Context: an optimization exercise on an open-source flow, tuned for small area, a short achievable clock period and few clock cycles. The choices shown serve that exercise and are no tape-out recipe. At most, simulation tests tie the RTL to the original design; equivalence was not proved. Only the layout flow was run in runs 1 and 5; the RTL was not checked for function there. Power figures rest on the tool's default switching activity, not on a simulated workload.

==> flow/design.v <==
`timescale 1ns / 1ps
module top(
input clk,
input reset,
input start,
input signed [1:0] wrdata,
input signed [15:0] b12_wrdata,
input signed [15:0] b23_wrdata,
input [4:0] wr_b12addr,
input [8:0] wraddr,
input [3:0] wr_b23addr,
input we_data,
input we_b12,
input b23_we,
output [12:0] w12_rdaddr,
input signed [15:0] w12_rddata,
output [7:0] w23_rdaddr,
input signed [15:0] w23_rddata,
output reg done,
output reg [9:0] onehot_enc
);
genvar gi;
integer j, k;
reg wv_img, wv_b12, wv_b23;
reg [7:0] wa;
reg [15:0] wd;
always @(posedge clk) begin
  wv_img <= we_data;
  wv_b12 <= we_b12;
  wv_b23 <= b23_we;
  wa <= we_data ? wraddr[7:0] : (we_b12 ? {3'b0, wr_b12addr[0], wr_b12addr[4:1]} : {4'b0, wr_b23addr});
  wd <= we_data ? {{14{wrdata[1]}}, wrdata} : (we_b12 ? b12_wrdata : b23_wrdata);
end
wire [511:0] imgv;
reg [15:0] b12e [0:9];    
reg [15:0] b12o [0:9];
generate for (gi = 0; gi < 256; gi = gi + 1) begin : g_img
  reg [1:0] px;
  always @(posedge clk)
    if (wv_img && wa == gi) px <= wd[1:0];
  assign imgv[2*gi+1:2*gi] = px;
end endgenerate
function [3:0] enc16(input [15:0] oh);
  integer q;
  begin
    enc16 = 4'd0;
    for (q = 0; q < 16; q = q + 1)
      if (oh[q]) enc16 = enc16 | q[3:0];
  end
endfunction
function [15:0] lowest16(input [15:0] v);
  reg [15:0] below;
  integer q, d;
  begin
    below = {v[14:0], 1'b0};
    for (d = 1; d < 16; d = d * 2)
      for (q = 15; q >= 0; q = q - 1)
        if (q >= d) below[q] = below[q] | below[q-d];
    lowest16 = v & ~below;
  end
endfunction
function amo16(input [15:0] v);
  reg [7:0] a1, o1;
  reg [3:0] a2, o2;
  reg [1:0] a3, o3;
  integer q;
  begin
    for (q = 0; q < 8; q = q + 1) begin
      a1[q] = ~(v[2*q] & v[2*q+1]);
      o1[q] = v[2*q] | v[2*q+1];
    end
    for (q = 0; q < 4; q = q + 1) begin
      a2[q] = a1[2*q] & a1[2*q+1] & ~(o1[2*q] & o1[2*q+1]);
      o2[q] = o1[2*q] | o1[2*q+1];
    end
    for (q = 0; q < 2; q = q + 1) begin
      a3[q] = a2[2*q] & a2[2*q+1] & ~(o2[2*q] & o2[2*q+1]);
      o3[q] = o2[2*q] | o2[2*q+1];
    end
    amo16 = a3[0] & a3[1] & ~(o3[0] & o3[1]);
  end
endfunction
function sgt32(input [31:0] a, input [31:0] b);
  reg [31:0] g, e;
  reg [31:0] ng, ne;
  integer q, w;
  begin
    g = a & ~b;
    e = ~(a ^ b);
    g[31] = ~a[31] & b[31];
    for (w = 1; w < 32; w = w * 2) begin
      ng = g;
      ne = e;
      for (q = 0; q < 32; q = q + 2 * w)
        if (q + w < 32) begin
          ng[q] = g[q+w] | (e[q+w] & g[q]);
          ne[q] = e[q+w] & e[q];
        end
      g = ng;
      e = ne;
    end
    sgt32 = g[0];
  end
endfunction
function [32:0] ksadd(input [31:0] a, input [31:0] b, input cin);
  reg [31:0] g, p, gg, pp, ng, np;
  integer q, d, src;
  begin
    p = a ^ b;
    g = a & b;
    g[0] = g[0] | (p[0] & cin);
    gg = g;
    pp = p;
    for (d = 1; d < 32; d = d * 2) begin
      ng = gg;
      np = pp;
      for (q = 0; q < 32; q = q + 1)
        if ((q / d) % 2 == 1) begin
          src = (q / d) * d - 1;
          ng[q] = gg[q] | (pp[q] & gg[src]);
          np[q] = pp[q] & pp[src];
        end
      gg = ng;
      pp = np;
    end
    ksadd = {gg[31], p ^ {gg[30:0], cin}};
  end
endfunction
function [15:0] relu16(input [15:0] s);
  relu16 = s[15] ? {{3{1'b1}}, s[15:3]} : s;
endfunction
reg factive;       
reg [4:0] fh;      
reg ffirst;        
reg [15:0] goh;    
reg [31:0] rem;    
reg outstanding;   
reg start_q;
always @(posedge clk) start_q <= start & ~reset;
wire [15:0] gnext = {goh[14:0], goh[15]};
reg [31:0] gnx_data;
always @* begin
  gnx_data = 32'd0;
  for (j = 0; j < 16; j = j + 1)
    gnx_data = gnx_data | ({32{gnext[j]}} & imgv[32*j +: 32]);
end
wire [15:0] nzr;
wire [15:0] low;
wire [31:0] low2;
generate for (gi = 0; gi < 16; gi = gi + 1) begin : g_nzr
  assign nzr[gi] = rem[2*gi] | rem[2*gi+1];
  assign low2[2*gi+1:2*gi] = {2{low[gi]}};
end endgenerate
assign low = lowest16(nzr);
wire lig = amo16(nzr);                  
wire [3:0] pidx = enc16(low);
wire [3:0] grp = enc16(goh);
reg [1:0] xv;
always @* begin
  xv = 2'b00;
  for (j = 0; j < 16; j = j + 1)
    xv = xv | ({2{low[j]}} & rem[2*j +: 2]);
end
wire tok_last = lig & goh[15];          
wire bnv_ok;                            
wire bhit;                              
wire emit = factive & ~(tok_last & outstanding) & ~(ffirst & ~bnv_ok);
wire take;                              
always @(posedge clk) begin
  if (start_q) begin
    goh <= 16'd1;
    rem <= imgv[31:0];
  end else if (emit) begin
    if (lig) begin
      goh <= gnext;
      rem <= gnx_data;
    end else
      rem <= rem & ~low2;
  end
end
always @(posedge clk) begin
  if (reset) begin
    factive <= 1'b0;
  end else if (start_q) begin
    factive <= 1'b1;
    fh <= 5'd0;
    ffirst <= 1'b1;
  end else if (emit) begin
    ffirst <= tok_last;
    if (tok_last) begin
      fh <= fh + 5'd1;
      if (fh == 5'd19) factive <= 1'b0;
    end
  end
end
always @(posedge clk) begin
  if (reset || start_q) outstanding <= 1'b0;
  else if (emit && tok_last) outstanding <= 1'b1;
  else if (take) outstanding <= 1'b0;
end
reg [12:0] a12;      
reg [15:0] bnext;    
reg bnv;             
reg [1:0] x1, x2;
reg first1, last1, first2, last2, last3;
reg [15:0] b12q;
reg [15:0] wq, acc, pending;
reg pend_v;
assign w12_rdaddr = a12;
always @(posedge clk) begin
  a12 <= {fh, grp, pidx};
  wq <= w12_rddata;
  b12q <= bnext;
  x2 <= x1;
  if (reset) begin
    x1 <= 2'b00; first1 <= 1'b0; last1 <= 1'b0;
    first2 <= 1'b0; last2 <= 1'b0; last3 <= 1'b0;
  end else begin
    x1 <= emit ? xv : 2'b00;
    first1 <= emit & ffirst;
    last1 <= emit & tok_last;
    first2 <= first1;
    last2 <= last1;
    last3 <= last2;
  end
end
wire [4:0] bp = ~factive ? 5'd0 : (ffirst ? fh : fh + 5'd1);
assign bnv_ok = bnv;
always @(posedge clk) begin
  if (reset || wv_b12 || (emit && ffirst)) bnv <= 1'b0;
  else if (~first1 && bhit) bnv <= 1'b1;
  if (~bnv && ~first1 && bhit) bnext <= bp[0] ? b12o[0] : b12e[0];
end
wire [15:0] tsel = x2[0] ? wq : {wq[14:0], 1'b0};
wire [15:0] term = (x2 == 2'b00) ? 16'd0 : (x2[1] ? ~tsel : tsel);
always @(posedge clk)
  acc <= ksadd({16'd0, first2 ? b12q : acc}, {16'd0, term}, x2[1]);
always @(posedge clk) begin
  if (last3) pending <= relu16(acc);
  if (reset || start_q) pend_v <= 1'b0;
  else if (last3) pend_v <= 1'b1;
  else if (take) pend_v <= 1'b0;
end
reg [3:0] na;         
reg busy;             
reg [1:0] kc;         
reg [4:0] fh2;        
reg [7:0] a23;
reg [15:0] cur;       
reg [5:0] chq;        
reg [4:0] chunk;
reg vB, initB, finalB, initC, finalC, finalD;
reg [1:0] kB, kC;
reg [19:0] prodq;
reg [31:0] accr [0:9];
reg [31:0] best;
assign w23_rdaddr = a23;
wire wrap = (na == 4'd9);
wire [3:0] na_n = wrap ? 4'd0 : na + 4'd1;
wire cont = busy && (kc != 2'd3);
assign take = wrap && !cont && pend_v;
wire [4:0] fh2_t = take ? fh2 + 5'd1 : fh2;
always @(posedge clk) begin
  if (reset) na <= 4'd0;
  else na <= na_n;
  fh2 <= (reset || start_q) ? 5'd31 : fh2_t;
  a23 <= wrap ? {3'b0, fh2_t} : a23 + 8'd20;
  if (reset || start_q) begin
    busy <= 1'b0;
  end else if (wrap) begin
    if (cont) kc <= kc + 2'd1;
    else if (pend_v) begin busy <= 1'b1; kc <= 2'd0; end
    else busy <= 1'b0;
  end
  if (busy && kc == 2'd0 && na == 4'd0) begin
    cur <= pending;
  end
end
always @* begin
  case (kc)
    2'd0: chunk = {w23_rddata[3:0], 1'b0};
    2'd1: chunk = w23_rddata[7:3];
    2'd2: chunk = w23_rddata[11:7];
    default: chunk = w23_rddata[15:11];
  endcase
end
always @(posedge clk) begin
  chq <= {bsel(chunk[4:2]), bsel(chunk[2:0])};
  kB <= kc;
  if (reset) begin
    vB <= 1'b0; initB <= 1'b0; finalB <= 1'b0;
  end else begin
    vB <= busy;
    initB <= busy && fh2 == 5'd0 && kc == 2'd0;
    finalB <= busy && fh2 == 5'd19 && kc == 2'd3;
  end
end
function [19:0] booth2(input [15:0] a, input [5:0] d);
  reg [17:0] ae, p0, p1;
  reg [19:0] o0, o1, o2, sv, cv;
  reg [32:0] sum;
  begin
    ae = {{2{a[15]}}, a};
    p0 = ({18{d[0]}} & ae) | ({18{d[1]}} & {ae[16:0], 1'b0});
    p1 = ({18{d[3]}} & ae) | ({18{d[4]}} & {ae[16:0], 1'b0});
    if (d[2]) p0 = ~p0;
    if (d[5]) p1 = ~p1;
    o0 = {{2{p0[17]}}, p0};
    o1 = {p1, 1'b0, d[2]};
    sv = o0 ^ o1;
    cv = o0 & o1;
    sum = ksadd({12'd0, sv}, {12'd0, cv[18:0], 1'b0} | {29'd0, d[5], 2'b00}, 1'b0);
    booth2 = sum[19:0];
  end
endfunction
function [2:0] bsel(input [2:0] c);
  bsel = {c[2], (c[2] & ~c[1] & ~c[0]) | (~c[2] & c[1] & c[0]), c[1] ^ c[0]};
endfunction
always @(posedge clk) begin
  prodq <= vB ? booth2(cur, chq) : 20'd0;
  kC <= kB;
  if (reset) begin
    initC <= 1'b0; finalC <= 1'b0;
  end else begin
    initC <= initB;
    finalC <= finalB;
  end
end
reg [15:0] b23r [0:9];
reg [9:0] wrot;
always @(posedge clk)
  if (reset) wrot <= 10'd2;
  else wrot <= {wrot[0], wrot[9:1]};
reg [9:0] wdec, wsel;
always @* begin
  for (j = 0; j < 10; j = j + 1)
    wdec[j] = (wa[3:0] == j);
  for (j = 0; j < 10; j = j + 1) begin
    wsel[j] = 1'b0;
    for (k = 0; k < 10; k = k + 1)
      wsel[j] = wsel[j] | (wdec[k] & wrot[(j - k + 10) % 10]);
  end
end
always @(posedge clk)
  for (j = 0; j < 10; j = j + 1) begin
    b23r[j] <= (wv_b23 & wsel[j]) ? wd : b23r[(j + 1) % 10];
    b12e[j] <= (wv_b12 & ~wa[4] & wsel[j]) ? wd : b12e[(j + 1) % 10];
    b12o[j] <= (wv_b12 & wa[4] & wsel[j]) ? wd : b12o[(j + 1) % 10];
  end
wire [3:0] nhead = (na >= 4'd2) ? na - 4'd2 : na + 4'd8;
assign bhit = (nhead == bp[4:1]);
wire [31:0] addA = initC ? {{6{b23r[0][15]}}, b23r[0], 10'd0} : accr[0];
wire [31:0] pext = {{12{prodq[19]}}, prodq};
wire [31:0] addB = pext << {kC, 2'b00};
wire [32:0] sum_c = ksadd(addA, addB, 1'b0);
always @(posedge clk) begin
  for (j = 0; j < 9; j = j + 1) accr[j] <= accr[j+1];
  accr[9] <= sum_c[31:0];
end
wire [3:0] nD = (na >= 4'd3) ? na - 4'd3 : na + 4'd7;
wire [31:0] fo = {accr[9][31:3], accr[9][2:0] & {3{~accr[9][31]}}};
wire gt = sgt32(fo, best);
always @(posedge clk) begin
  if (reset) finalD <= 1'b0;
  else finalD <= finalC;
  if (reset || start) done <= 1'b0;
  else if (finalD) begin
    if (nD == 4'd0 || gt) begin
      best <= fo;
      onehot_enc <= 10'd1 << nD;
    end
    if (nD == 4'd9) done <= 1'b1;
  end
end
endmodule
==> flow/flow/run.sh <==
#!/bin/bash
set -euo pipefail
MARGIN=6.5
sed "s/ CLKGATE_MAP_FILE= / CLKGATE_MAP_FILE= SETUP_SLACK_MARGIN=$MARGIN /" standard.sh > standard_margin.sh
grep -q "SETUP_SLACK_MARGIN=$MARGIN" standard_margin.sh
bash standard_margin.sh > standard_margin.log 2>&1
==> flow/standard.sh <==
#!/bin/bash
# synth_recipe.tcl (not shown) runs the flow's synth.tcl, then flattens the netlist and writes it again
# the make line also repeats each setting of config.mk as NAME=value (left out here)
make -C /OpenROAD-flow-scripts/flow DESIGN_CONFIG=/design/flow/config.mk WORK_HOME=/design/flow/orfs CLKGATE_MAP_FILE= SYNTH_SCRIPT=/design/flow/synth_recipe.tcl "${@:-finish}"
==> flow/config.mk <==
export PLATFORM = sky130hd
export DESIGN_NAME = top
export DESIGN_NICKNAME = top
export VERILOG_FILES = /design/flow/design.v
export SDC_FILE = /design/flow/constraint.sdc
export NUM_CORES = 4
export LEC_CHECK = 0
export CAP_MARGIN = 20
export CORE_MARGIN = 2
export CORE_UTILIZATION = 55
export CTS_BUF_LIST = sky130_fd_sc_hd__clkbuf_16
export CTS_CLUSTER_DIAMETER = 90
export CTS_CLUSTER_SIZE = 26
export PLACE_DENSITY = 0.6
export SLEW_MARGIN = 20
==> flow/constraint.sdc <==
create_clock -name core_clock -period 10.0 [get_ports {clk}]
set_input_delay 2.0000 -clock core_clock [delete_from_list [all_inputs] [get_ports {clk}]]
set_output_delay 2.0000 -clock core_clock [all_outputs]
set_load 0.01 [all_outputs]
==> qor.yml, run 1 <==
fin_nets: 4583
post-route-min-period_ns: 3.41
overflow: 0
tightest_slew_ns: 1.24
crit_path_top_delay_cell: "dfxtp_1"
wirelength_um: 138000
grt_pass1_wl_um: 206000
fin_skew_ns: 0.0221
fmax_mhz: 293
track_usage: 0.247
vias: 33900
cp-end-kind: "flop"
rsz0062_at_grt: "no"
synth-warning-count: 5
numCtsBuffers: 73
async_flop_share: 0
io_buffers: 120
ir_drop_mv: 0.155
path_clk_slew_ns: 0.10
io_pins: 122
status: "complete, no violations"
antenna_cells: 0
grt_pass1_vias: 32400
syn_inst: 4396
first_iter_violations: 3263
synth_top_cell_by_area: "dfxtp_1"
synthFlopType: "dfxtp_1"
cts.path.max_buffers: 3
cts_tree: "built"
drcViolationCount: 0
core-area_mm2: 0.107
drt-wirelength-per-cell_um: 23.7
final_cell_mix: "dfxtp_1 (950), edfxtp_1 (644), mux2_2 (538)"
synthTopCellsByArea: "dfxtp_1 (33%), edfxtp_1 (33%), mux2_2 (10%)"
gp_congestion: 0.878
required_ns: 10.57
netlist_area_mm2: 0.0590
htreeDepth: 3
synth_top_area_share: 0.333
p_leak_nw: 23.7
startpoint_type: "flop"
slew_headroom: 0.172
seq_area_frac_synth: 0.661
maxCapViolCount: 0
antenna_left: 0
synthToLayoutAreaGrowth_pct: 8.21
antenna_found_initial: 3
slew_viol_final: 0
criticalPathCategory: "flop to flop"
synth_edf_count: 644
hold_class: "flop to flop"
start_util: 0.552
power_density_mw_per_mm2: 205
drive_gt1_frac: 0.183
setup_viol: 0
clock_sinks: 1625
numPlacedInstances: 5663
grt_start_max_net_pins: 202
crit_chain: "nand2b_1, nor3_1, buf_4, a22o_1, a221oi_1, and3_1, or2_2, mux2_2"
hold_violations: 0
critPathMaxFanout: 16
ys_ff_latch: 1625
max_stage_delay_ns: 0.75
tns_ns: 0
final_common_cell: "dfxtp_1"
timing.final.crit_share: 0.341
synth_cell_types: 68
instances_no_fill: 5801
viasPerCell: 5.85
worstPathArrival_ns: 3.99
cts_root_buf: "clkbuf_16"
syn_nets: 4627
detail_route.first_pass.iterations: 8
die_y_um: 331
dieWidth_um: 331
worstSkewPairLatency_ns: 0.69
avgSynthCellArea_um2: 13.4
nFillCells: 8630
die_area_mm2: 0.110
rows: 120
hpwl_um: 84000
cell type report:
type	count	area, um^2	share of cell area
tap	1403	1760	0.0275
timing repair buffer	181	1730	0.0272
multi-input combinational	2345	18700	0.293
inverter	126	473	0.00741
sequential	1625	39000	0.612
clock buffer	77	1930	0.0302
clock inverter	44	205	0.00322
power by group:
group          internal (mW)  total [mW]  switching, mW
combinational          0.837        1.39          0.550
sequential              7.88        8.28          0.399
clock                   1.42        3.43           2.01
final timing paths:
check / startpoint / slack, ns / cells after the start / endpoint
worst max-delay path: wa[2]$_DFF_P_ / 6.59 / 8 / b12o[3][5]$_DFF_P_
worst min register to register: accr[2][18]$_DFF_P_ / 0.32 / 0 / accr[1][18]$_DFF_P_
worst max register to register: wa[2]$_DFF_P_ / 6.59 / 8 / b12o[3][5]$_DFF_P_
worst min-delay path: accr[2][18]$_DFF_P_ / 0.32 / 0 / accr[1][18]$_DFF_P_
flip-flops by register name, indices dropped and copies added (netlist names), 20 cells and up:
name and flops:
g_img.px 512, accr 320, b12e 160, b12o 160, b23r 160, best 32
rem 32, prodq 20
through the flow:
| stage | worst slack, ns | utilization | total power, mW | hold WS [ns] | instance area, um^2 |
|---|---|---|---|---|---|
| after global routing | 6.50 | 0.598 | 13.7 | 0.332 | 63800 |
| after detailed placement | 5.89 | 0.574 | 9.81 | 0.312 | 61200 |
| after global placement | 5.61 | 0.574 | 9.78 | 0.310 | 61200 |
| after CTS | 6.50 | 0.595 | 13.2 | 0.325 | 63500 |
| after floorplan | 6.54 | - | 9.34 | 0.310 | 59000 |
| final | 6.59 | 0.598 | 13.1 | 0.324 | 63800 |
Yosys cell counts, types with 19 or more instances:
master    count
nor4_1       20
nand2b_1     55
edfxtp_1    644
nor3_1       46
nand3_1      64
mux2_2      538
mux2i_1      45
a22oi_1     108
a22o_1      115
or2_2        19
xor2_1       29
buf_1        24
a21oi_1      89
nor2_1      361
ha_1        127
clkbuf_1    263
nand2_1     122
a221oi_1    140
nor2b_1      65
nand4_1      40
a211oi_1     23
o21ai_0      68
xnor2_1      76
inv_1       126
dfxtp_1     981
and2_1       26
routing by layer:
metal	global-route usage	part of all wire
met5	0	0
met4	0.0468	0.017
met3	0.0451	0.081
met2	0.365	0.43
met1	0.382	0.47
kinds of logic after synthesis:
| family | Yosys count | share of synthesized area |
|---|---|---|
| AO/OA/AOI/OAI | 650 | 0.0824 |
| XOR/XNOR | 105 | 0.0156 |
| adder cells (fa/ha/maj) | 143 | 0.0320 |
| buffers and inverters | 427 | 0.0276 |
| flip-flops | 1625 | 0.661 |
| multiplexers | 588 | 0.112 |
| AND/OR/NAND/NOR | 858 | 0.0691 |
worst max-delay path, delay by kind of cell (launching register included):
kind,cells,cell delay [ns]
compound gates,2,0.50
flops,1,0.75
buf+inv,1,0.20
mux,1,0.41
simple gates,4,1.41
timing repair:
| item | 4_1_cts | 5_1_grt |
|---|---|---|
| buffers inserted | 4 | 9 |
| pin swaps | 3 | 5 |
| cloned | 0 | 2 |
| endpoints found under the setup margin | 552 | 491 |
| hold buffers | 0 | 0 |
| resized for setup | 79 | 31 |
==> run 2, diff against run 1 <==
--- a/flow/design.v
+++ b/flow/design.v
@@ -106,3 +106,3 @@
   reg [31:0] g, p, gg, pp, ng, np;
-  integer q, d, src;
+  integer q, d;
   begin
@@ -117,6 +117,5 @@
       for (q = 0; q < 32; q = q + 1)
-        if ((q / d) % 2 == 1) begin
-          src = (q / d) * d - 1;
-          ng[q] = gg[q] | (pp[q] & gg[src]);
-          np[q] = pp[q] & pp[src];
+        if (q >= d) begin
+          ng[q] = gg[q] | (pp[q] & gg[q-d]);
+          np[q] = pp[q] & pp[q-d];
         end
--- a/flow/flow/run.sh
+++ b/flow/flow/run.sh
@@ -2,3 +2,3 @@
 set -euo pipefail
-MARGIN=6.5
+MARGIN=6.3
 sed "s/ CLKGATE_MAP_FILE= / CLKGATE_MAP_FILE= SETUP_SLACK_MARGIN=$MARGIN /" standard.sh > standard_margin.sh
==> qor.yml, run 2 <==
synth_cell_types: 68  # unchanged
worstSkewPairLatency_ns: 0.70  # about the same
hold_class: "flop to flop"
rows: 120  # unchanged
start_util: 0.555  # +0.00220
worst-path-buf-inv: 1  # unchanged
hp-start: "accr[7][24]$_DFF_P_"
cts_root_buf: "clkbuf_16"
netlist_area_mm2: 0.0594  # +0.68%
synth_top_area_share: 0.331  # -0.00225
worstPathArrival_ns: 1.62  # -2.37 ns
required_ns: 8.00  # -2.57 ns
totalPowerFinal_mw: 13.2  # +0.48%
reg_top3: "g_img.px (512), accr (320)"
clock_sinks: 1625  # unchanged
htreeDepth: 3  # unchanged
slew_viol_final: 0  # unchanged
die_area_mm2: 0.111  # +0.67%
track_usage: 0.246  # -0.000815
post-route-util: 0.598  # about the same
dieWidth_um: 333  # +0.34%
grt_pass1_wl_um: 208000  # +0.93%
path_clk_slew_ns: 0.10  # about the same
detail_route.first_pass.iterations: 7  # -1
largest_reg_flops: 512  # unchanged
grt_pass1_vias: 33300  # +2.8%
synthToLayoutAreaGrowth_pct: 7.79
timing.final.crit_share: 0.362  # +0.0203
status: "complete, no violations"
tightest_slew_ns: 1.08  # -0.162 ns
crit_chain: "clkdlybuf4s50_1"
antenna_found_initial: 2  # -1
setup_viol: 0  # unchanged
final_cell_mix: "dfxtp_1 (956), edfxtp_1 (644), mux2_2 (541)"
cts.path.max_buffers: 3  # unchanged
synth_edf_count: 644  # unchanged
synthTopCellsByArea: "dfxtp_1 (33%), edfxtp_1 (33%), mux2_2 (10%)"
power_density_mw_per_mm2: 206  # +0.19%
fin_nets: 4661  # +1.7%
antenna_left: 0  # unchanged
drt-wirelength-per-cell_um: 23.4  # -1.4%
first_iter_violations: 2969  # -9.0%
die_y_um: 333  # +0.34%
avgSynthCellArea_um2: 13.2  # -1.4%
synthFlopType: "dfxtp_1"
numCtsBuffers: 74  # +1.4%
cts_tree: "built"
overflow: 0  # unchanged
slew_headroom: 0.280  # +0.108
maxCapViolCount: 0  # unchanged
hold_violations: 0  # unchanged
core-area_mm2: 0.107  # +0.28%
synth-warning-count: 5  # unchanged
ys_ff_latch: 1625  # unchanged
io_buffers: 120  # unchanged
drive_gt1_frac: 0.176  # -0.00757
tns_ns: 0  # unchanged
wirelength_um: 138000  # about the same
cp-end-kind: "output port"
p_leak_nw: 23.6  # -0.20%
async_flop_share: 0  # unchanged
synthTopCellsByCount: "dfxtp_1 (981), edfxtp_1 (644), mux2_2 (541)"
top_register: "g_img.px"
crit_family: "buffers and inverters"
post-route-min-period_ns: 3.62  # +0.203 ns
seq_area_frac_synth: 0.656  # -0.00447
criticalPathCategory: "flop to output port"
ir_drop_mv: 0.189  # +22%
vias: 34600  # +2.1%
critPathMaxFanout: 3  # -13
startpoint_type: "flop"
fin_skew_ns: 0.0289  # +0.00677 ns
synthMostInstantiatedCell: "dfxtp_1"
max_stage_delay_ns: 0.55  # -0.20 ns
hpwl_um: 84800  # +1.0%
multiInputGateArea_mm2: 0.0190  # +1.7%
crit_start: "a23[6]$_SDFF_PP0_"
gp_congestion: 0.871  # -0.81%
viasPerCell: 5.88  # +0.56%
fmax_mhz: 277  # -5.6%
syn_nets: 4710  # +1.8%
io_pins: 122  # unchanged
syn_inst: 4487  # +2.1%
nFillCells: 8652  # +0.25%
synth_top_cell_by_area: "dfxtp_1"
drcViolationCount: 0  # unchanged
grt_start_max_net_pins: 210  # +4.0%
crit_path_top_delay_cell: "clkdlybuf4s50_1"
worstReg2RegStart: "accr[9][31]$_DFF_P_"
seq_area_mm2: 0.0390  # about the same
final_common_cell: "dfxtp_1"
rsz0062_at_grt: "yes"
-- run 2: cell types whose count changed in the layout (fill, tap and decap cells not counted), sizes merged, moves of 14 or more --
cell           change
a221oi            -23
a31oi             +18
clkdlybuf4s50     +33
clkinv            +14
dlygate4sd2       -32
inv               -40
nand2             +42
nor2              +25
o21ai             +43
-- run 2: final timing paths --
kind / endpoint / slack (ns) / cells past startpoint
setup / recovery: w23_rdaddr[6] / 6.38 / 1
hold / removal: accr[6][24]$_DFF_P_ / 0.32 / 0
setup reg to reg: onehot_enc[9]$_SDFFCE_PP0P_ / 6.48 / 12
hold reg to reg: accr[6][24]$_DFF_P_ / 0.32 / 0
-- run 2: logic make-up (layout without fill, tap and decap cells) --
family                   after synthesis  after routing  synth area share
AO/OA/AOI/OAI                        707            707            0.0862
XOR/XNOR                             113            113            0.0167
adder cells (fa/ha/maj)              133            133            0.0285
buffers and inverters                395            393            0.0264
flip-flops                          1625           1625             0.656
multiplexers                         589            589             0.112
other                                  0              1                 0
AND/OR/NAND/NOR                      925            925            0.0735
-- run 2: final cells by class --
type / instances / share of cell area
Sequential cell: 1625 / 0.610
Clock inverter: 49 / 0.00524
Inverter: 95 / 0.00557
Antenna cell: 1 / 0.0000391
Clock buffer: 74 / 0.0289
Tap cell: 1403 / 0.0274
Timing Repair Buffer: 175 / 0.0261
Multi-Input combinational cell: 2467 / 0.297
-- run 2: timing repair --
| action | in CTS | in global routing |
|---|---|---|
| pin swaps | 1 | 2 |
| gates cloned | 0 | 0 |
| buffers inserted | 1 | 3 |
| gates resized for setup | 30 | 32 |
| hold buffers | 0 | 0 |
| endpoints found under the setup margin | 422 | 115 |
-- run 2: power breakdown --
part	total, mW	leakage [nW]	switching (mW)	internal [mW]
clock network	3.45	1.18	2.06	1.39
logic	1.45	8.52	0.571	0.876
registers	8.26	13.9	0.407	7.86
-- run 2: metal layers --
metal / part of all wire / GRT usage
met3: 0.072 / 0.0382
met1: 0.47 / 0.375
met2: 0.44 / 0.372
met5: 0 / 0
met4: 0.017 / 0.0504
-- run 2: per-stage QoR --
stage | setup WS (ns) | area (um^2) | hold slack (ns) | std cells
2_1_floorplan | 6.36 | 59400 | 0.310 | 4487
4_1_cts | 6.31 | 63900 | 0.330 | 5885
3_3_place_gp | 5.49 | 61600 | 0.310 | 5760
3_5_place_dp | 5.47 | 61600 | 0.312 | 5761
6_report | 6.38 | 64000 | 0.320 | 5889
5_1_grt | 6.25 | 64000 | 0.337 | 5888
Testbench counts of run 2, summed over its fixed seeds: cycles 98,484.
==> run 3, diff against run 2 <==
--- a/flow/flow/run.sh
+++ b/flow/flow/run.sh
@@ -2,3 +2,3 @@
 set -euo pipefail
-MARGIN=6.3
+MARGIN=6.5
 sed "s/ CLKGATE_MAP_FILE= / CLKGATE_MAP_FILE= SETUP_SLACK_MARGIN=$MARGIN /" standard.sh > standard_margin.sh
==> qor.yml, run 3 <==
crit_path_top_delay_cell: "mux4_2"
die_y_um: 333  # unchanged
synth_cell_types: 68  # unchanged
synthTopCellsByArea: "dfxtp_1 (33%), edfxtp_1 (33%), mux2_2 (10%)"
status: "complete, no violations"
p_sw_mw: 2.96  # -2.5%
async_flop_share: 0  # unchanged
crit_chain: "buf_12, mux4_2, ha_2, and4_1, nand2_1, nor2_1, o211ai_1, buf_4, a31o_2, o31ai_4, a211o_1, a21oi_1, xnor2_1"
seq_area_frac_synth: 0.656  # unchanged
postPlaceCellArea_mm2: 0.0616  # about the same
final_cell_mix: "dfxtp_1 (956), edfxtp_1 (644), mux2_2 (541)"
power_frac_comb: 0.110  # about the same
htreeDepth: 3  # unchanged
p_leak_nw: 23.8  # +0.53%
drt-wirelength-per-cell_um: 23.2  # -0.65%
wirelength_um: 137000  # -0.63%
core-area_mm2: 0.107  # unchanged
path_clk_slew_ns: 0.10  # about the same
ir_drop_mv: 0.164  # -13%
critPathMaxFanout: 17  # +14
hpwl_um: 85500  # +0.82%
grt_pass1_vias: 33100  # -0.64%
largest_reg_flops: 512  # unchanged
fin_area_mm2: 0.0641  # +0.21%
hp-start: "accr[1][15]$_DFF_P_"
synth_top_area_share: 0.331  # unchanged
synthTopCellsByCount: "dfxtp_1 (981), edfxtp_1 (644), mux2_2 (541)"
gp_congestion: 0.894  # +2.6%
synthFlopType: "dfxtp_1"
synth_edf_count: 644  # unchanged
top_register: "g_img.px"
min_path_cells: 0  # unchanged
io_buffers: 120  # unchanged
viasPerCell: 5.85  # -0.63%
tns_ns: 0  # unchanged
cts_root_buf: "clkbuf_16"
fmax_mhz: 298  # +7.8%
fin_skew_ns: 0.0311  # +0.00220 ns
setup_viol: 0  # unchanged
io_pins: 122  # unchanged
worst-r2r-cell-count: 13  # +1
synth-warning-count: 5  # unchanged
post-place-ws_ns: 5.69  # +0.221 ns
power_density_mw_per_mm2: 205  # -0.24%
nFillCells: 8658  # +0.069%
slew_viol_final: 0  # unchanged
worstReg2RegStart: "kC[0]$_DFF_P_"
cts.path.max_buffers: 3  # unchanged
antenna_left: 0  # unchanged
die_area_mm2: 0.111  # unchanged
worstSkewPairLatency_ns: 0.68  # -0.02 ns
hold_class: "flop to flop"
timing.final.ws_setup_ns: 6.64  # +0.260 ns
netlist_area_mm2: 0.0594  # unchanged
path_depth: 13  # +12
required_ns: 10.58  # +2.58 ns
worst-path-buf-inv: 2  # +1
clockPowerShare: 0.263  # about the same
grt_start_max_net_pins: 208  # -0.95%
synth_top_cell_by_area: "dfxtp_1"
rows: 120  # unchanged
swShare: 0.225  # -0.00564
clock_sinks: 1625  # unchanged
timing.final.crit_share: 0.336  # -0.0260
tightest_slew_ns: 1.07  # -0.00584 ns
criticalPathCategory: "flop to flop"
rsz0062_at_grt: "no"
ys_ff_latch: 1625  # unchanged
antenna_found_initial: 5  # +3
dieWidth_um: 333  # unchanged
synthMostInstantiatedCell: "dfxtp_1"
max_stage_delay_ns: 0.55  # about the same
start_util: 0.555  # unchanged
numCtsBuffers: 73  # -1.4%
post-route-util: 0.599  # +0.00124
fin_nets: 4666  # +0.11%
first_iter_violations: 3197  # +7.7%
startpoint_type: "flop"
maxCapViolCount: 0  # unchanged
drive_gt1_frac: 0.179  # +0.00308
syn_inst: 4487  # unchanged
syn_nets: 4710  # unchanged
synthToLayoutAreaGrowth_pct: 8.01
post-route-min-period_ns: 3.36  # -0.260 ns
vias: 34400  # -0.61%
r2r-end: "accr[9][31]$_DFF_P_"
crit_family: "compound AO/OA/AOI/OAI gates"
avgSynthCellArea_um2: 13.2  # unchanged
hold_violations: 0  # unchanged
final_common_cell: "dfxtp_1"
holdPathEnd: "accr[0][15]$_DFF_P_"
worstPathArrival_ns: 3.93  # +2.31 ns
overflow: 0  # unchanged
cp-end-kind: "flop"
track_usage: 0.245  # -0.000959
grt_pass1_wl_um: 207000  # -0.51%
cts_tree: "built"
intPower_mw: 10.2  # +0.70%
regToRegSetupSlack_ns: 6.64  # +0.16 ns
detail_route.first_pass.iterations: 6  # -1
reg_top3: "g_img.px (512), accr (320)"
drcViolationCount: 0  # unchanged
slew_headroom: 0.283  # +0.00291
seqPwrFrac: 0.627  # about the same
-- run 3: cell types whose count changed in the layout (fill, tap and decap cells not counted), sizes merged --
| cell | previous run | this run |
|---|---|---|
| clkdlybuf4s50 | 120 | 88 |
| dlygate4sd2 | 0 | 32 |
| clkinv | 14 | 3 |
| buf | 54 | 60 |
| clkbuf | 75 | 80 |
| bufinv | 0 | 1 |
-- run 3: kinds of logic after synthesis --
group           share of synthesized area
compound gates                     0.0862
xor+xnor                           0.0167
fa+ha+maj                          0.0285
buf+inv                            0.0264
flops                               0.656
mux                                 0.112
simple gates                       0.0735
-- run 3: how the worst max path moves through the flow --
stage / startpoint / to / slack [ns]
CTS: kC[1]$_DFF_P_ / accr[9][30]$_DFF_P_ / 6.44
detailed placement: we_data / wd[7]$_DFF_P_ / 5.69
global placement: we_data / wd[7]$_DFF_P_ / 5.67
global route: kC[1]$_DFF_P_ / accr[9][31]$_DFF_P_ / 6.49
finish: kC[0]$_DFF_P_ / accr[9][31]$_DFF_P_ / 6.64
floorplan: reset / best[0]$_DFFE_PP_ / 6.52
-- run 3: worst register-to-register path, cell delays in order (launching register included) --
cell and delay (ns):
dfxtp_4 0.42, buf_12 0.17, mux4_2 0.56, ha_2 0.39
and4_1 0.23, nand2_1 0.13, nor2_1 0.16, o211ai_1 0.11
buf_4 0.18, a31o_2 0.28, o31ai_4 0.25, a211o_1 0.18
a21oi_1 0.08, xnor2_1 0.12
-- run 3: layout make-up --
class	count	area (um^2)	area share
tap	1403	1760	0.0274
inverter	95	357	0.00556
timing repair buffer	181	1720	0.0268
clock inverter	39	209	0.00326
multi-input combinational	2467	19100	0.297
clock buffer	79	1980	0.0308
sequential	1625	39000	0.609
antenna	1	2.50	0.0000390
-- run 3: timing repair --
action,CTS,global route
hold buffers,0,0
setup endpoints to repair,397,196
setup buffers,0,7
pin swaps,0,3
gates resized for setup,72,42
cloned,0,1
-- run 3: power groups by stage --
stage / logic (mW) / registers (mW) / clock network, mW
after floorplan: 1.17 / 8.21 / 0
after global placement: 1.43 / 8.40 / 0
after detailed placement: 1.44 / 8.41 / 0
after CTS: 1.45 / 8.26 / 3.55
after global routing: 1.60 / 8.36 / 3.77
final: 1.45 / 8.25 / 3.46
-- run 3: layer usage --
layer  part of all wire  GRT usage  wire [um]
met5           0.000095          0         13
met3              0.069     0.0477       9450
met1               0.47      0.365      64800
met2               0.44      0.369      59700
met4              0.022     0.0593       2950
-- run 3: metrics by stage --
stage | power (mW) | hold WS, ns | instances
floorplan | 9.38 | 0.310 | 4487
global placement | 9.83 | 0.310 | 5761
detailed placement | 9.85 | 0.312 | 5762
CTS | 13.3 | 0.308 | 5880
global route | 13.7 | 0.316 | 5889
finish | 13.2 | 0.310 | 5890
==> run 4, diff against run 3 <==
--- a/flow/flow/run.sh
+++ b/flow/flow/run.sh
@@ -2,3 +2,3 @@
 set -euo pipefail
-MARGIN=6.5
+MARGIN=6.7
 sed "s/ CLKGATE_MAP_FILE= / CLKGATE_MAP_FILE= SETUP_SLACK_MARGIN=$MARGIN /" standard.sh > standard_margin.sh
==> qor.yml, run 4 <==
syn_nets: 4710  # unchanged
detail_route.first_pass.iterations: 5  # -1
slew_viol_final: 0  # unchanged
startpoint_type: "flop"
tns_ns: 0  # unchanged
ir_drop_mv: 0.166  # +1.2%
drt-wirelength-per-cell_um: 23.6  # +1.7%
wl_met1_um: 64300  # -0.70%
critPathMaxFanout: 1  # -16
synth-warning-count: 5  # unchanged
syn_inst: 4487  # unchanged
core-area_mm2: 0.107  # unchanged
max_stage_delay_ns: 0.31  # -0.24 ns
hpwl_um: 85400  # about the same
grt_pass1_wl_um: 209000  # +1.2%
die_area_mm2: 0.111  # unchanged
fmax_mhz: 308  # +3.3%
setup_viol: 0  # unchanged
htreeDepth: 3  # unchanged
route.met2.wl_um: 63800  # +6.9%
fin_skew_ns: 0.0238  # -0.00729 ns
maxCapViolCount: 0  # unchanged
post-route-min-period_ns: 3.25  # -0.106 ns
ys_ff_latch: 1625  # unchanged
viasPerCell: 5.87  # +0.45%
multiInputGateArea_mm2: 0.0194  # +1.5%
path_clk_slew_ns: 0.10  # about the same
synth_edf_count: 644  # unchanged
wirelength_um: 140000  # +2.4%
crit_path_top_delay_cell: "dfxtp_1"
clock_sinks: 1625  # unchanged
final_common_cell: "dfxtp_1"
vias: 34800  # +1.1%
final_cell_mix: "dfxtp_1 (946), edfxtp_1 (644), mux2_2 (541)"
io_buffers: 120  # unchanged
netlist_area_mm2: 0.0594  # unchanged
hold_violations: 0  # unchanged
synthTopCellsByArea: "dfxtp_1 (33%), edfxtp_1 (33%), mux2_2 (10%)"
grt_pass1_vias: 33300  # +0.75%
antenna_left: 0  # unchanged
synth_top_area_share: 0.331  # unchanged
gp_congestion: 0.896  # +0.25%
seq_area_frac_synth: 0.656  # unchanged
grt_start_max_net_pins: 110  # -47%
worstSkewPairLatency_ns: 0.67  # about the same
required_ns: 8.00  # -2.58 ns
power_density_mw_per_mm2: 203  # -0.92%
tightest_slew_ns: 1.10  # +0.0304 ns
numCtsBuffers: 73  # unchanged
cp-end-kind: "output port"
worst-path-buf-inv: 1  # -1
first_iter_violations: 3084  # -3.5%
io_pins: 122  # unchanged
fin_nets: 4706  # +0.86%
slew_headroom: 0.263  # -0.0193
hp-start: "accr[2][2]$_DFF_P_"
overflow: 0  # unchanged
top_layer_used: "met4"
worstPathArrival_ns: 1.25  # -2.68 ns
synthTopCellsByCount: "dfxtp_1 (981), edfxtp_1 (644), mux2_2 (541)"
antenna_found_initial: 4  # -1
avgSynthCellArea_um2: 13.2  # unchanged
nFillCells: 8681  # +0.27%
worst-r2r-cell-count: 16  # +3
synth_top_cell_by_area: "dfxtp_1"
post-place-ws_ns: 5.64  # -0.0457 ns
synth_cell_types: 68  # unchanged
async_flop_share: 0  # unchanged
die_y_um: 333  # unchanged
status: "complete, no violations"
timing.final.crit_share: 0.325  # -0.0106
start_util: 0.555  # unchanged
track_usage: 0.249  # +0.00360
p_leak_nw: 23.9  # +0.79%
criticalPathCategory: "flop to output port"
crit_chain: "dlygate4sd2_1"
cts.path.max_buffers: 3  # unchanged
cts_tree: "built"
synthToLayoutAreaGrowth_pct: 8.86
hold_class: "flop to flop"
timing.final.ws_setup_ns: 6.75  # +0.106 ns
cts_root_buf: "clkbuf_16"
dr_wl_met3_um: 9520  # +0.70%
rows: 120  # unchanged
min_path_cells: 0  # unchanged
reg_top3: "g_img.px (512), accr (320)"
dieWidth_um: 333  # unchanged
rsz0062_at_grt: "yes"
fin_hold_ws_ns: 0.321  # +0.0111 ns
drive_gt1_frac: 0.199  # +0.0204
largest_reg_flops: 512  # unchanged
worstReg2RegStart: "kC[0]$_DFF_P_"
seq_area_mm2: 0.0390  # about the same
holdPathEnd: "accr[1][2]$_DFF_P_"
synthMostInstantiatedCell: "dfxtp_1"
r2r-end: "accr[9][31]$_DFF_P_"
regToRegSetupSlack_ns: 6.76  # +0.12 ns
synthFlopType: "dfxtp_1"
top_register: "g_img.px"
drcViolationCount: 0  # unchanged
crit_family: "flip-flops"
[run 4: cell count changes in the layout (fill, tap and decap cells not counted), sizes merged]
cell / change
clkdlybuf4s50: -1
diode: +1
clkdlybuf4s15: +16
clkinv: -2
bufinv: -1
clkbuf: -4
bufbuf: +2
dlygate4sd2: -28
buf: +51
inv: +5
[run 4: repair_timing]
item                                    CTS  global route
buffers inserted                          9            34
endpoints found under the setup margin  535           534
hold buffers                              0             0
cloned                                    2             1
gates resized for setup                 173            78
pin swaps                                 5            30
[run 4: where the power goes]
part	internal, mW	switching, mW	total [mW]
registers	7.86	0.400	8.26
logic	0.891	0.585	1.48
clock network	1.38	2.02	3.40
total	10.1	3.00	13.1
[run 4: final cells by class]
cell class | instances | share of cell area
Clock inverter | 41 | 0.00306
Multi-Input combinational cell | 2467 | 0.299
Sequential cell | 1625 | 0.604
Clock buffer | 75 | 0.0290
Timing Repair Buffer | 221 | 0.0316
Antenna cell | 2 | 0.0000774
Tap cell | 1403 | 0.0272
Inverter | 95 | 0.00552
[run 4: metal layers]
metal  up-vias  GRT usage
li1      16300          -
met1     17300      0.365
met2      1062      0.396
met3       141     0.0351
met4         0     0.0482
met5         -          0
[run 4: metrics by stage]
stage | instance area, um^2 | instances | total power, mW | util
after global routing | 64600 | 5927 | 13.7 | 0.604
after detailed placement | 61600 | 5765 | 9.85 | 0.576
final | 64600 | 5929 | 13.1 | 0.604
after CTS | 64000 | 5892 | 13.2 | 0.598
after floorplan | 59400 | 4487 | 9.38 | -
after global placement | 61600 | 5765 | 9.83 | 0.576
[run 4: kinds of logic (layout without fill, tap and decap cells)]
kind of cell               after synthesis  after routing  share of synthesized area
DFF                                   1625           1625                      0.656
and+or+nand+nor                        925            925                     0.0735
AOI/OAI and AO/OA                      707            707                     0.0862
muxes                                  589            589                      0.112
buffers and inverters                  395            432                     0.0264
adders and majority gates              133            133                     0.0285
xor gates and xnor gates               113            113                     0.0167
other                                    0              2                          0
[run 4: how the worst max path moves through the flow]
stage | end | slack, ns | start | cells after the start
after floorplan | best[0]$_DFFE_PP_ | 6.57 | reset | 4
after global placement | wd[10]$_DFF_P_ | 5.68 | we_data | 3
after detailed placement | wd[3]$_DFF_P_ | 5.64 | we_data | 3
after CTS | acc[14]$_DFF_P_ | 6.51 | x2[1]$_DFF_P_ | 14
after global routing | acc[14]$_DFF_P_ | 6.56 | x2[0]$_DFF_P_ | 15
final | w12_rdaddr[4] | 6.75 | a12[4]$_SDFF_PP1_ | 1
==> run 5, diff against run 4 <==
--- a/flow/design.v
+++ b/flow/design.v
@@ -204,3 +204,2 @@
 reg first1, last1, first2, last2, last3;
-reg [15:0] b12q;
 reg [15:0] wq, acc, pending;
@@ -211,3 +210,2 @@
   wq <= w12_rddata;
-  b12q <= bnext;
   x2 <= x1;
@@ -235,3 +233,3 @@
 always @(posedge clk)
-  acc <= ksadd({16'd0, first2 ? b12q : acc}, {16'd0, term}, x2[1]);
+  acc <= ksadd({16'd0, first2 ? bnext : acc}, {16'd0, term}, x2[1]);
 always @(posedge clk) begin
--- a/flow/flow/run.sh
+++ b/flow/flow/run.sh
@@ -2,3 +2,3 @@
 set -euo pipefail
-MARGIN=6.7
+MARGIN=6.5
 sed "s/ CLKGATE_MAP_FILE= / CLKGATE_MAP_FILE= SETUP_SLACK_MARGIN=$MARGIN /" standard.sh > standard_margin.sh
==> qor.yml, run 5 <==
status: "complete, no violations"
die_y_um: 334  # +0.29%
synthToLayoutAreaGrowth_pct: 7.71
final_common_cell: "dfxtp_1"
worstSkewPairLatency_ns: 0.67  # about the same
avgSynthCellArea_um2: 13.2  # -0.20%
io_buffers: 120  # unchanged
syn_inst: 4523  # +0.80%
io_pins: 122  # unchanged
wl_met1_um: 62700  # -2.5%
synthTopCellsByArea: "edfxtp_1 (32%), dfxtp_1 (32%), mux2_2 (9.9%)"
cts_root_buf: "clkbuf_16"
grt_pass1_wl_um: 214000  # +2.4%
fin_area_mm2: 0.0643  # -0.46%
final_cell_mix: "dfxtp_1 (936), edfxtp_1 (644), mux2_2 (523)"
crit_chain: "nand2b_1, nor2_2, a22o_1, a221oi_1, and3_1, or2_2, mux2_1"
viasPerCell: 5.88  # +0.15%
htreeDepth: 3  # unchanged
reg_top3: "g_img.px (512), accr (320)"
clock_sinks: 1609  # -0.98%
overflow: 0  # unchanged
startpoint_type: "flop"
antenna_found_initial: 3  # -1
postPlaceCellArea_mm2: 0.0618  # +0.27%
hold_violations: 0  # unchanged
netlist_area_mm2: 0.0597  # +0.60%
dr_wl_met3_um: 7820  # -18%
tns_ns: 0  # unchanged
max_stage_delay_ns: 0.69  # +0.38 ns
synth-warning-count: 5  # unchanged
synthMostInstantiatedCell: "dfxtp_1"
setup_viol: 0  # unchanged
first_iter_violations: 2715  # -12%
wirelength_um: 143000  # +2.2%
grt_start_max_net_pins: 256  # +130%
hpwl_um: 88600  # +3.7%
start_util: 0.556  # +0.00175
cts.path.max_buffers: 3  # unchanged
vias: 34900  # +0.13%
antenna_left: 0  # unchanged
fin_nets: 4697  # -0.19%
hold_class: "flop to flop"
async_flop_share: 0  # unchanged
p_leak_nw: 23.7  # -0.94%
synth_top_cell_by_area: "edfxtp_1"
ys_ff_latch: 1609  # -0.98%
slew_viol_final: 0  # unchanged
crit_path_top_delay_cell: "dfxtp_1"
numPlacedInstances: 5796  # +0.54%
drive_gt1_frac: 0.179  # -0.0207
seq_area_frac_synth: 0.647  # -0.00925
criticalPathCategory: "flop to flop"
ir_drop_mv: 0.151  # -9.1%
path_clk_slew_ns: 0.10  # about the same
maxCapViolCount: 0  # unchanged
fmax_mhz: 297  # -3.5%
numCtsBuffers: 73  # unchanged
fin_skew_ns: 0.0227  # -0.00111 ns
required_ns: 10.55  # +2.55 ns
top_register: "g_img.px"
die_area_mm2: 0.111  # +0.59%
drcViolationCount: 0  # unchanged
dieWidth_um: 334  # +0.29%
critPathMaxFanout: 16  # +15
syn_nets: 4746  # +0.76%
cp-end-kind: "flop"
synthTopCellsByCount: "dfxtp_1 (965), edfxtp_1 (644), mux2_2 (523)"
largest_reg_flops: 512  # unchanged
synthFlopType: "dfxtp_1"
gp_congestion: 0.874  # -2.5%
tightest_slew_ns: 1.13  # +0.0231 ns
route.met2.wl_um: 69900  # +9.5%
rows: 120  # unchanged
worstPathArrival_ns: 3.92  # +2.67 ns
grt_pass1_vias: 33700  # +1.3%
slew_headroom: 0.248  # -0.0154
synth_cell_types: 91  # +34%
synth_edf_count: 644  # unchanged
top_layer_used: "met4"
cts_tree: "built"
track_usage: 0.255  # +0.00592
timing.final.crit_share: 0.337  # +0.0116
core-area_mm2: 0.107  # +0.28%
post-route-min-period_ns: 3.37  # +0.116 ns
rsz0062_at_grt: "no"
synth_top_area_share: 0.324  # -0.00699
instances_no_fill: 5928  # -0.017%
drt-wirelength-per-cell_um: 24.2  # +2.2%
detail_route.first_pass.iterations: 6  # +1
power_density_mw_per_mm2: 204  # +0.43%
==> run 5: changes by cell type after synthesis, sizes merged, moves of 18 or more <==
cell	delta
buf	+23
clkbuf	-19
nand3	+18
a22o	-21
nor2	-20
a22oi	+37
==> run 5: final timing paths <==
path,from,end,slack (ns),cells past startpoint
worst min-delay path,accr[6][8]$_DFF_P_,accr[5][8]$_DFF_P_,0.31,0
worst min register to register,accr[6][8]$_DFF_P_,accr[5][8]$_DFF_P_,0.31,0
worst max-delay path,wa[2]$_DFF_P_,b12o[8][5]$_DFF_P_,6.63,7
worst max register to register,wa[2]$_DFF_P_,b12o[8][5]$_DFF_P_,6.63,7
==> run 5: cell type report <==
class                           count  area [um^2]
Fill cell                        8672        43000
Sequential cell                  1609        38700
Multi-Input combinational cell   2505        19600
Clock buffer                       79         1980
Tap cell                         1403         1760
Timing Repair Buffer              180         1700
Inverter                          105          394
Clock inverter                     44          235
Antenna cell                        3         7.51
==> run 5: power breakdown <==
group          switching [mW]  internal, mW
logic                   0.593         0.875
clock network            2.02          1.48
registers               0.382          7.79
==> run 5: critical path, delay by kind of cell, from the launching register on <==
kind	cells	cell delay [ns]
DFF	1	0.69
and+or+nand+nor	4	1.88
AOI/OAI and AO/OA	2	0.26
muxes	1	0.39
==> run 5: timing repair <==
item                                    in CTS  in global routing
pin swaps                                    1                  9
endpoints found under the setup margin     554                221
hold buffers                                 0                  0
gates resized for setup                     75                 46
gates cloned                                 0                  1
buffers inserted                             1                  3
==> run 5: through the flow <==
step	hold slack, ns	total power [mW]	worst slack [ns]	utilization
after floorplan	0.310	9.32	6.36	-
after global placement	0.310	9.76	5.48	0.576
after detailed placement	0.312	9.79	5.47	0.576
after CTS	0.312	13.2	6.51	0.597
after global routing	0.310	13.7	6.48	0.599
final	0.311	13.1	6.63	0.599
==> run 5: layer usage <==
layer | global-route usage | vias up
met1 | 0.351 | 17400
met5 | 0 | -
li1 | - | 16400
met2 | 0.430 | 969
met4 | 0.0598 | 0
met3 | 0.0304 | 172
==> run 5: kinds of logic (layout without fill, tap and decap cells) <==
kind of cell,Yosys count,after routing,synth area share
AO/OA/AOI/OAI,739,739,0.0901
XOR/XNOR,107,107,0.0159
adder cells (fa/ha/maj),133,133,0.0284
buffers and inverters,409,408,0.0302
flip-flops,1609,1609,0.647
multiplexers,595,595,0.113
other,0,3,0
AND/OR/NAND/NOR,931,931,0.0756
==> run 6, diff against run 5 <==
--- a/flow/design.v
+++ b/flow/design.v
@@ -204,2 +204,3 @@
 reg first1, last1, first2, last2, last3;
+reg [15:0] b12q;
 reg [15:0] wq, acc, pending;
@@ -210,2 +211,3 @@
   wq <= w12_rddata;
+  b12q <= bnext;
   x2 <= x1;
@@ -233,3 +235,3 @@
 always @(posedge clk)
-  acc <= ksadd({16'd0, first2 ? bnext : acc}, {16'd0, term}, x2[1]);
+  acc <= ksadd({16'd0, first2 ? b12q : acc}, {16'd0, term}, x2[1]);
 always @(posedge clk) begin
--- a/flow/config.mk
+++ b/flow/config.mk
@@ -9,7 +9,7 @@
 export CORE_MARGIN = 2
-export CORE_UTILIZATION = 55
+export CORE_UTILIZATION = 50
 export CTS_BUF_LIST = sky130_fd_sc_hd__clkbuf_16
 export CTS_CLUSTER_DIAMETER = 90
-export CTS_CLUSTER_SIZE = 26
-export PLACE_DENSITY = 0.6
+export CTS_CLUSTER_SIZE = 28
+export PLACE_DENSITY = 0.55
 export SLEW_MARGIN = 20
==> qor.yml, run 6 <==
synthToLayoutAreaGrowth_pct: 7.95
path_clk_slew_ns: 0.11  # about the same
p_leak_nw: 23.6  # -0.28%
fin_skew_ns: 0.0357  # +0.0130 ns
synth_top_area_share: 0.331  # +0.00699
synth_cell_types: 68  # -25%
max_stage_delay_ns: 0.39  # -0.30 ns
final_common_cell: "dfxtp_1"
p_sw_mw: 3.01  # +0.73%
drive_gt1_frac: 0.180  # +0.00157
grt_start_max_net_pins: 112  # -56%
timing.final.ws_setup_ns: 6.66  # +0.0205 ns
grt_pass1_wl_um: 209000  # -2.3%
hold_class: "flop to flop"
clockPowerShare: 0.258  # -0.008
worst-path-buf-inv: 1  # +1
cts_root_buf: "clkbuf_16"
synthFlopType: "dfxtp_1"
synth_edf_count: 644  # unchanged
first_iter_violations: 2947  # +8.5%
top_register: "g_img.px"
grtUsageMet1: 0.334  # -0.0174
detail_route.first_pass.iterations: 6  # unchanged
tightest_slew_ns: 1.11  # -0.0143 ns
avgSynthCellArea_um2: 13.2  # +0.20%
synthMostInstantiatedCell: "dfxtp_1"
core-area_mm2: 0.118  # +9.8%
die_area_mm2: 0.122  # +9.2%
required_ns: 8.00  # -2.55 ns
swShare: 0.230  # +0.00255
fin_nets: 4654  # -0.92%
overflow: 0  # unchanged
power_density_mw_per_mm2: 204  # about the same
post-place-ws_ns: 5.70  # +0.224 ns
slew_viol_final: 0  # unchanged
tns_ns: 0  # unchanged
vias: 34400  # -1.4%
io_buffers: 120  # unchanged
groute.layer.met3.usage: 0.0416  # +0.0113
largest_reg_flops: 512  # unchanged
dieWidth_um: 349  # +4.5%
cp-end-kind: "output port"
maxCapViolCount: 0  # unchanged
grt_pass1_vias: 33200  # -1.6%
hold_violations: 0  # unchanged
cts.path.max_buffers: 3  # unchanged
drt-wirelength-per-cell_um: 23.3  # -3.5%
antenna_left: 0  # unchanged
htreeDepth: 3  # unchanged
timing.final.crit_share: 0.334  # -0.00205
worstSkewPairLatency_ns: 0.70  # +0.03 ns
post-route-min-period_ns: 3.34  # -0.0205 ns
crit_path_top_delay_cell: "edfxtp_1"
synth_top_cell_by_area: "dfxtp_1"
startpoint_type: "flop"
post-route-util: 0.544  # -0.0558
setup_viol: 0  # unchanged
crit_chain: "dlygate4sd2_1"
antenna_found_initial: 5  # +2
synth-warning-count: 5  # unchanged
crit_family: "flip-flops"
worstPathArrival_ns: 1.34  # -2.58 ns
synthTopCellsByCount: "dfxtp_1 (981), edfxtp_1 (644), mux2_2 (541)"
reg_top3: "g_img.px (512), accr (320)"
clock_sinks: 1625  # +0.99%
slew_headroom: 0.238  # -0.00965
power_frac_comb: 0.110  # -0.002
io_pins: 122  # unchanged
viasPerCell: 5.71  # -2.8%
drcViolationCount: 0  # unchanged
fmax_mhz: 299  # +0.61%
gp_congestion: 0.920  # +5.2%
ys_ff_latch: 1625  # +0.99%
criticalPathCategory: "flop to output port"
synthTopCellsByArea: "dfxtp_1 (33%), edfxtp_1 (33%), mux2_2 (10%)"
final_cell_mix: "dfxtp_1 (952), edfxtp_1 (644), mux2_2 (541)"
die_y_um: 349  # +4.5%
seq_area_frac_synth: 0.656  # +0.00925
track_usage: 0.228  # -0.0266
cts_tree: "built"
numCtsBuffers: 69  # -5.5%
rows: 126  # +5.0%
async_flop_share: 0  # unchanged
ir_drop_mv: 0.136  # -10%
hpwl_um: 86900  # -1.9%
grt_use_met2: 0.351  # -0.0795
syn_inst: 4487  # -0.80%
totalPowerFinal_mw: 13.1  # -0.39%
seqPwrFrac: 0.632  # +0.010
start_util: 0.503  # -0.0529
wirelength_um: 140000  # -2.1%
syn_nets: 4710  # -0.76%
netlist_area_mm2: 0.0594  # -0.59%
intPower_mw: 10.1  # -0.72%
critPathMaxFanout: 1  # -15
busiest_layer: "met2"
status: "complete, no violations"
rsz0062_at_grt: "yes"
cts_hold_buf: 0  # unchanged
[run 6: layout make-up]
type	count	area, um^2
Antenna cell	1	2.50
Clock buffer	72	1800
Clock inverter	45	230
Fill cell	10100	53800
Inverter	95	357
Multi-Input combinational cell	2467	19100
Sequential cell	1625	39000
Tap cell	1536	1920
Timing Repair Buffer	173	1620
[run 6: logic make-up (layout without fill, tap and decap cells)]
group	Yosys count	after routing	synth area share
other cells	0	1	0
mux	589	589	0.112
fa+ha+maj	133	133	0.0285
xor+xnor	113	113	0.0167
simple gates	925	925	0.0735
flops	1625	1625	0.656
buf+inv	395	385	0.0264
compound gates	707	707	0.0862
[run 6: path summary, 6_finish.rpt]
check | startpoint | endpoint | cells past startpoint | slack, ns
worst max-delay path | onehot_enc[7]$_SDFFCE_PP0P_ | onehot_enc[7] | 1 | 6.66
worst min-delay path | accr[2][20]$_DFF_P_ | accr[1][20]$_DFF_P_ | 0 | 0.31
worst max register to register | kC[0]$_DFF_P_ | accr[9][29]$_DFF_P_ | 11 | 6.66
worst min register to register | accr[2][20]$_DFF_P_ | accr[1][20]$_DFF_P_ | 0 | 0.31
[run 6: what timing repair did]
item,4_1_cts,5_1_grt
buffers inserted,2,5
endpoints found under the setup margin,576,528
pin swaps,2,2
resized for setup,79,40
[run 6: power by group through the flow]
| stage | sequential, mW | clock [mW] | combinational [mW] |
|---|---|---|---|
| final | 8.26 | 3.38 | 1.44 |
| after global routing | 8.37 | 3.70 | 1.60 |
| after CTS | 8.27 | 3.49 | 1.45 |
| after detailed placement | 8.42 | 0 | 1.44 |
| after global placement | 8.41 | 0 | 1.43 |
| after floorplan | 8.21 | 0 | 1.17 |
[run 6: routing by layer]
layer	share of wire	vias up	wire length, um
li1	-	16100	-
met1	0.47	17000	65500
met2	0.44	1039	62000
met3	0.069	168	9620
met4	0.022	2	3130
met5	0.000093	-	13
[run 6: per-stage QoR]
step           instances  instance area (um^2)  hold WS [ns]
6_report            6014                 64100         0.310
5_1_grt             6013                 64100         0.326
4_1_cts             6008                 63900         0.308
3_5_place_dp        5889                 61700         0.312
3_3_place_gp        5889                 61700         0.310
2_1_floorplan       4487                 59400         0.310
Testbench counts of run 6, summed over its fixed seeds: cycles 98,484.
==> run 7, diff against run 6 <==
--- a/flow/flow/run.sh
+++ b/flow/flow/run.sh
@@ -2,3 +2,3 @@
 set -euo pipefail
-MARGIN=6.5
+MARGIN=7.0
 sed "s/ CLKGATE_MAP_FILE= / CLKGATE_MAP_FILE= SETUP_SLACK_MARGIN=$MARGIN /" standard.sh > standard_margin.sh
==> qor.yml, run 7 <==
status: "complete, no violations"
grt_pass1_vias: 33900  # +2.3%
rows: 126  # unchanged
wirelength_um: 148000  # +5.4%
seq_area_mm2: 0.0391  # +0.12%
die_area_mm2: 0.122  # unchanged
netlist_area_mm2: 0.0594  # unchanged
worstPathArrival_ns: 1.24  # -0.10 ns
path_clk_slew_ns: 0.11  # about the same
fmax_mhz: 308  # +3.2%
reg_top3: "g_img.px (512), accr (320)"
multiInputGateArea_mm2: 0.0199  # +3.8%
overflow: 0  # unchanged
first_iter_violations: 2694  # -8.6%
synth_top_area_share: 0.331  # unchanged
largest_reg_flops: 512  # unchanged
numPlacedInstances: 5899  # +0.17%
nFillCells: 9834  # -2.2%
timing.final.crit_share: 0.324  # -0.0103
grt_start_max_net_pins: 227  # +100%
start_util: 0.503  # unchanged
synthTopCellsByCount: "dfxtp_1 (981), edfxtp_1 (644), mux2_2 (541)"
synthTopCellsByArea: "dfxtp_1 (33%), edfxtp_1 (33%), mux2_2 (10%)"
setup_viol: 0  # unchanged
worst-r2r-cell-count: 13  # +2
viasPerCell: 5.68  # -0.58%
detail_route.first_pass.iterations: 8  # +2
numCtsBuffers: 70  # +1.4%
avgSynthCellArea_um2: 13.2  # unchanged
synthMostInstantiatedCell: "dfxtp_1"
crit_chain: "buf_2"
tns_ns: 0  # unchanged
io_buffers: 120  # unchanged
final_cell_mix: "dfxtp_1 (936), edfxtp_1 (644), mux2_2 (541)"
grt_pass1_wl_um: 219000  # +4.6%
tightest_slew_ns: 1.34  # +0.227 ns
worstSkewPairLatency_ns: 0.70  # about the same
die_y_um: 349  # unchanged
seqPwrFrac: 0.623  # -0.009
power_frac_comb: 0.119  # +0.009
clock_sinks: 1625  # unchanged
synth_edf_count: 644  # unchanged
final_common_cell: "dfxtp_1"
cp-end-kind: "output port"
synthToLayoutAreaGrowth_pct: 11.3
slew_headroom: 0.104  # -0.134
vias: 34700  # +1.1%
instances_no_fill: 6117  # +1.7%
p_leak_nw: 24.5  # +3.6%
track_usage: 0.240  # +0.0120
min_path_cells: 0  # unchanged
synthFlopType: "dfxtp_1"
synth_top_cell_by_area: "dfxtp_1"
hpwl_um: 90600  # +4.2%
rsz0062_at_grt: "yes"
criticalPathCategory: "flop to output port"
post-route-min-period_ns: 3.24  # -0.103 ns
fin_hold_ws_ns: 0.327  # +0.0172 ns
slew_viol_final: 0  # unchanged
gp_congestion: 0.883  # -4.0%
antenna_left: 0  # unchanged
synth-warning-count: 5  # unchanged
fin_skew_ns: 0.0266  # -0.00910 ns
clockPowerShare: 0.258  # about the same
cts_tree: "built"
drive_gt1_frac: 0.231  # +0.0511
crit_family: "flip-flops"
hold_class: "flop to flop"
syn_nets: 4710  # unchanged
seq_area_frac_synth: 0.656  # unchanged
hold_violations: 0  # unchanged
dieWidth_um: 349  # unchanged
drcViolationCount: 0  # unchanged
max_stage_delay_ns: 0.41  # +0.02 ns
core-area_mm2: 0.118  # unchanged
cts_root_buf: "clkbuf_16"
cts.path.max_buffers: 3  # unchanged
post-place-ws_ns: 5.84  # +0.141 ns
top_register: "g_img.px"
cts_hold_buf: 0  # unchanged
swShare: 0.232  # +0.00195
syn_inst: 4487  # unchanged
path_depth: 1  # unchanged
fin_nets: 4763  # +2.3%
htreeDepth: 3  # unchanged
drt-wirelength-per-cell_um: 24.2  # +3.6%
power_density_mw_per_mm2: 200  # -2.0%
post-route-util: 0.560  # +0.0167
synth_cell_types: 68  # unchanged
ir_drop_mv: 0.166  # +22%
maxCapViolCount: 0  # unchanged
worst-path-buf-inv: 1  # unchanged
ys_ff_latch: 1625  # unchanged
timing.final.ws_setup_ns: 6.76  # +0.103 ns
crit_path_top_delay_cell: "edfxtp_1"
required_ns: 8.00  # about the same
startpoint_type: "flop"
async_flop_share: 0  # unchanged
io_pins: 122  # unchanged
p_sw_mw: 3.07  # +1.9%
intPower_mw: 10.1  # +0.78%
antenna_found_initial: 4  # -1
critPathMaxFanout: 1  # unchanged
-- run 7: final cells by class --
cell class / count / share of cell area
clock buffer: 73 / 0.0277
inverter: 95 / 0.00540
sequential: 1625 / 0.592
antenna: 3 / 0.000114
tap: 1536 / 0.0291
multi-input combinational: 2467 / 0.301
timing repair buffer: 281 / 0.0419
clock inverter: 37 / 0.00375
-- run 7: worst register-to-register path, cell delays in order, from the launching register on --
cell and delay, ns:
edfxtp_1 0.48, a22oi_2 0.22, xnor2_1 0.14, ha_1 0.28, fa_2 0.37, a21oi_2 0.16, o21bai_2 0.08, a211o_1 0.27
o211ai_1 0.18, a2111o_1 0.28, a31oi_4 0.12, or2_4 0.26, xor2_2 0.15, and2_1 0.16
-- run 7: per-layer routing --
metal,track usage,vias up,wire (um)
met2,0.395,857,70300
met4,0.0671,0,3870
met1,0.335,17300,66700
met3,0.0286,190,6910
met5,0,-,0
li1,-,16400,-
-- run 7: cell families after synthesis --
logic type / after synthesis / synth area share
AOI/OAI and AO/OA: 707 / 0.0862
xor gates and xnor gates: 113 / 0.0167
adders and majority gates: 133 / 0.0285
buffers and inverters: 395 / 0.0264
DFF: 1625 / 0.656
muxes: 589 / 0.112
and+or+nand+nor: 925 / 0.0735
-- run 7: path summary, 6_finish.rpt --
path	from	to	slack (ns)
worst min register to register	accr[1][22]$_DFF_P_	accr[0][22]$_DFF_P_	0.33
worst max-delay path	onehot_enc[8]$_SDFFCE_PP0P_	onehot_enc[8]	6.76
worst min-delay path	accr[1][22]$_DFF_P_	accr[0][22]$_DFF_P_	0.33
worst max register to register	cur[2]$_DFFE_PP_	prodq[15]$_SDFF_PN0_	6.76
-- run 7: stage by stage --
step | cell area, um^2 | power, mW
2_1_floorplan | 59600 | 9.40
3_3_place_gp | 61900 | 9.87
3_5_place_dp | 61900 | 9.89
4_1_cts | 65400 | 13.3
5_1_grt | 66100 | 13.8
6_report | 66100 | 13.2
-- run 7: repair_timing --
item,4_1_cts,5_1_grt
setup endpoints to repair,766,526
cloned,6,2
setup buffers,66,31
gates resized for setup,349,65
hold endpoints to repair,0,0
pin swaps,67,40
-- run 7: power by group through the flow --
stage	combinational, mW	clock [mW]	sequential, mW
after detailed placement	1.49	0	8.40
final	1.57	3.41	8.24
after global placement	1.48	0	8.39
after CTS	1.56	3.52	8.25
after global routing	1.72	3.73	8.34
after floorplan	1.19	0	8.21

==> what the ideal ports hide <==
The results above use ideal ports. As a check the final layouts listed here were re-extracted and re-timed, cells and wires unchanged. Step 1 assumes that a clkbuf_16 drives the clock port and a buf_2 every other input. Step 2 times the ports against the registers' clock, not the clock port: input delays grow and output delays shrink by t, the midpoint of the rising clock arrivals with the driver on. Three values: ideal, step 1, step 2; two values: the first two.
run | t (ns) | slack for setup (ns) | hold slack, ns | worst register clock-pin slew, ns | worst slew at a driven data input, ns
run 1 | 0.743 | 6.587 / 6.567 / 6.098 | 0.324 / 0.324 / 0.324 | 0.11 / 0.11 | 0.07
run 2 | 0.756 | 6.384 / 6.313 / 5.986 | 0.320 / 0.320 / 0.320 | 0.11 / 0.11 | 0.05
run 3 | 0.740 | 6.645 / 6.573 / 6.006 | 0.310 / 0.310 / 0.310 | 0.11 / 0.11 | 0.04
run 4 | 0.733 | 6.751 / 6.677 / 6.116 | 0.321 / 0.321 / 0.321 | 0.11 / 0.11 | 0.12
run 5 | 0.728 | 6.635 / 6.576 / 5.996 | 0.311 / 0.311 / 0.311 | 0.11 / 0.11 | 0.06
run 6 | 0.755 | 6.655 / 6.580 / 6.143 | 0.310 / 0.310 / 0.310 | 0.12 / 0.12 | 0.05
run 7 | 0.753 | 6.758 / 6.680 / 6.379 | 0.327 / 0.327 / 0.327 | 0.11 / 0.11 | 0.10
After both steps setup and hold are still met in every run listed.
